Source: an optimization exercise on an open RTL-to-GDS flow (aim: small area, a short achievable clock period and few clock cycles). Production flows keep margins and buffers that such runs may drop.
Where RTL was checked, it was by simulation tests only, not by an equivalence proof against the original.
Power is estimated from default activity; no workload was simulated.

==> flow/design.v (excerpt) <==
module adder(
    input clk,
    input reset,
    input [31:0] a,
    input [31:0] b,
    input available,
    input [4:0] exception_f,
    output [31:0] sum,
    output done
    );
Settings: LEC_CHECK=0, ABC_AREA=1, CAP_MARGIN=20, CORE_MARGIN=2, CORE_UTILIZATION=40, CTS_BUF_LIST=sky130_fd_sc_hd__clkbuf_4 sky130_fd_sc_hd__clkbuf_8, SLEW_MARGIN=20; clock period 4.0 ns.
standard.sh (not shown) runs the stock make flow with config.mk's settings and CLKGATE_MAP_FILE= SYNTH_SCRIPT=/design/flow/synth_recipe.tcl, a recipe that flattens the netlist after the stock synthesis.
==> flow/flow/run.sh <==
#!/bin/bash
# Standard layout, with the I/O port buffers made from a plain buffer cell
# instead of the delay cell the resizer picks by default.
export BUFFER_PORTS_ARGS="-buffer_cell sky130_fd_sc_hd__buf_1"
bash standard.sh > standard.log 2>&1
Rerun with:
--- a/flow/design.v
+++ b/flow/design.v
@@ -4,64 +4,71 @@
     input [31:0] a,
     input [31:0] b,
     input available,
     input [4:0] exception_f,
     output [31:0] sum,
     output done
     );
     wire [7:0] ae = a[30:23];
     wire [7:0] be = b[30:23];
-    wire [7:0] ep = ~(ae ^ be);
     wire [7:0] eg = ae & ~be;
-    wire eg0 = eg[1] | ((ep[1] & ae[0]) & ~be[0]);
-    wire ep0 = ep[1] & ep[0];
-    wire eg1 = eg[2] | ((ep[2] & ae[1]) & ~be[1]);
-    wire ep1 = ep[2] & ep[1];
-    wire eg2 = eg[3] | ((ep[3] & ae[2]) & ~be[2]);
-    wire ep2 = ep[3] & ep[2];
-    wire eg3 = eg[4] | ((ep[4] & ae[3]) & ~be[3]);
-    wire ep3 = ep[4] & ep[3];
-    wire eg4 = eg[5] | ((ep[5] & ae[4]) & ~be[4]);
-    wire ep4 = ep[5] & ep[4];
-    wire eg5 = eg[6] | ((ep[6] & ae[5]) & ~be[5]);
-    wire ep5 = ep[6] & ep[5];
-    wire eg6 = eg[7] | ((ep[7] & ae[6]) & ~be[6]);
-    wire ep6 = ep[7] & ep[6];
+    wire [7:0] ek = ae | ~be;
+    wire eg0 = eg[1] | ((ek[1] & ae[0]) & ~be[0]);
+    wire ep0 = ek[1] & ek[0];
+    wire eg1 = eg[2] | ((ek[2] & ae[1]) & ~be[1]);
+    wire ep1 = ek[2] & ek[1];
+    wire eg2 = eg[3] | ((ek[3] & ae[2]) & ~be[2]);
+    wire ep2 = ek[3] & ek[2];
+    wire eg3 = eg[4] | ((ek[4] & ae[3]) & ~be[3]);
+    wire ep3 = ek[4] & ek[3];
+    wire eg4 = eg[5] | ((ek[5] & ae[4]) & ~be[4]);
+    wire ep4 = ek[5] & ek[4];
+    wire eg5 = eg[6] | ((ek[6] & ae[5]) & ~be[5]);
+    wire ep5 = ek[6] & ek[5];
+    wire eg6 = eg[7] | ((ek[7] & ae[6]) & ~be[6]);
+    wire ep6 = ek[7] & ek[6];
     wire eg7 = eg1 | ((ep1 & ae[0]) & ~be[0]);
-    wire ep7 = ep1 & ep[0];
+    wire ep7 = ep1 & ek[0];
     wire eg8 = eg2 | (ep2 & eg0);
     wire ep8 = ep2 & ep0;
     wire eg9 = eg3 | (ep3 & eg1);
     wire ep9 = ep3 & ep1;
     wire eg10 = eg4 | (ep4 & eg2);
     wire ep10 = ep4 & ep2;
     wire eg11 = eg5 | (ep5 & eg3);
     wire ep11 = ep5 & ep3;
     wire eg12 = eg6 | (ep6 & eg4);
     wire ep12 = ep6 & ep4;
     wire eg13 = eg9 | ((ep9 & ae[0]) & ~be[0]);
-    wire ep13 = ep9 & ep[0];
+    wire ep13 = ep9 & ek[0];
     wire eg14 = eg10 | (ep10 & eg0);
     wire ep14 = ep10 & ep0;
     wire eg15 = eg11 | (ep11 & eg7);
     wire ep15 = ep11 & ep7;
     wire eg16 = eg12 | (ep12 & eg8);
     wire ep16 = ep12 & ep8;
     wire co = eg16;
     wire [7:0] d;
-    assign d[0] = ~ep[0];
-    assign d[1] = co ? (ep[1] ^ (eg[0] | ep[0])) : ~(ep[1] ^ eg[0]);
-    assign d[2] = co ? (ep[2] ^ (eg0 | ep0)) : ~(ep[2] ^ eg0);
-    assign d[3] = co ? (ep[3] ^ (eg7 | ep7)) : ~(ep[3] ^ eg7);
-    assign d[4] = co ? (ep[4] ^ (eg8 | ep8)) : ~(ep[4] ^ eg8);
-    assign d[5] = co ? (ep[5] ^ (eg13 | ep13)) : ~(ep[5] ^ eg13);
-    assign d[6] = co ? (ep[6] ^ (eg14 | ep14)) : ~(ep[6] ^ eg14);
-    assign d[7] = co ? (ep[7] ^ (eg15 | ep15)) : ~(ep[7] ^ eg15);
+    assign d[0] = ae[0] ^ be[0];
+    wire dx1 = co ? ~(eg[0] | ek[0]) : eg[0];
+    assign d[1] = ae[1] ^ (be[1] ^ dx1);
+    wire dx2 = co ? ~(eg0 | ep0) : eg0;
+    assign d[2] = ae[2] ^ (be[2] ^ dx2);
+    wire dx3 = co ? ~(eg7 | ep7) : eg7;
+    assign d[3] = ae[3] ^ (be[3] ^ dx3);
+    wire dx4 = co ? ~(eg8 | ep8) : eg8;
+    assign d[4] = ae[4] ^ (be[4] ^ dx4);
+    wire dx5 = co ? ~(eg13 | ep13) : eg13;
+    assign d[5] = ae[5] ^ (be[5] ^ dx5);
+    wire dx6 = co ? ~(eg14 | ep14) : eg14;
+    assign d[6] = ae[6] ^ (be[6] ^ dx6);
+    wire dx7 = co ? ~(eg15 | ep15) : eg15;
+    assign d[7] = ae[7] ^ (be[7] ^ dx7);
     wire swap = ~co;
     wire [22:0] ma = swap ? b[22:0] : a[22:0];
     wire [22:0] mb = swap ? a[22:0] : b[22:0];
     wire big = (|d[7:5]) | (d[4] & d[3]) | (d[4] & d[2] & d[1] & d[0]);
     wire [23:0] x0 = {1'b1, mb};
     wire [1:0] s0;
     assign s0[0] = ~d[0];
     assign s0[1] = d[0];
     wire [23:0] x1;
- The new run went through all stages and came out clean
- total power falls by about 9%
- die area is lower by about 0.34%
- maximum frequency climbs by 2.1%
- design area goes down by 1.0%
- area after synthesis went down by 0.35%
- sequential share of layout area came out higher by 0.18 points
- wire length is lower by about 1.2%
- hold slack gains 0.0088 ns
- clock power stays flat
- first-iteration DRC count shrinks by about 20%
Testbench counts after the change, summed over its fixed seeds: cycles 6,392.
For the first run of this note, only the layout was checked, not whether the RTL still works.

-- re-timing with driven ports --
The flow's constraints put no driver on any port. The routed layouts listed below were extracted and timed again, unchanged, in two steps. Step 1 assumes that a clkbuf_16 drives the clock port and a buf_2 every other input. Step 2 moves the port delays by t, midway between the first and last clock arrival at a register: inputs arrive t later, outputs are due t later. That takes back most of the time a late clock gives input paths. a / b / c = no drivers / after step 1 / after step 2; a / b = the first two.
run | shift t [ns] | setup slack, ns | worst hold slack (ns) | clock arrival spread, ns
the first run | 0.318 | 0.513 / 0.517 / 0.199 | 0.296 / 0.289 / 0.607 | 0.005 / 0.005
the second run | 0.313 | 0.585 / 0.559 / 0.310 | 0.304 / 0.298 / 0.611 | 0.005 / 0.004
After both steps setup and hold are still met in every run listed. For the first run, which loses most, drivers alone change the setup slack by +0.004 ns; drivers and shift together by -0.314 ns.
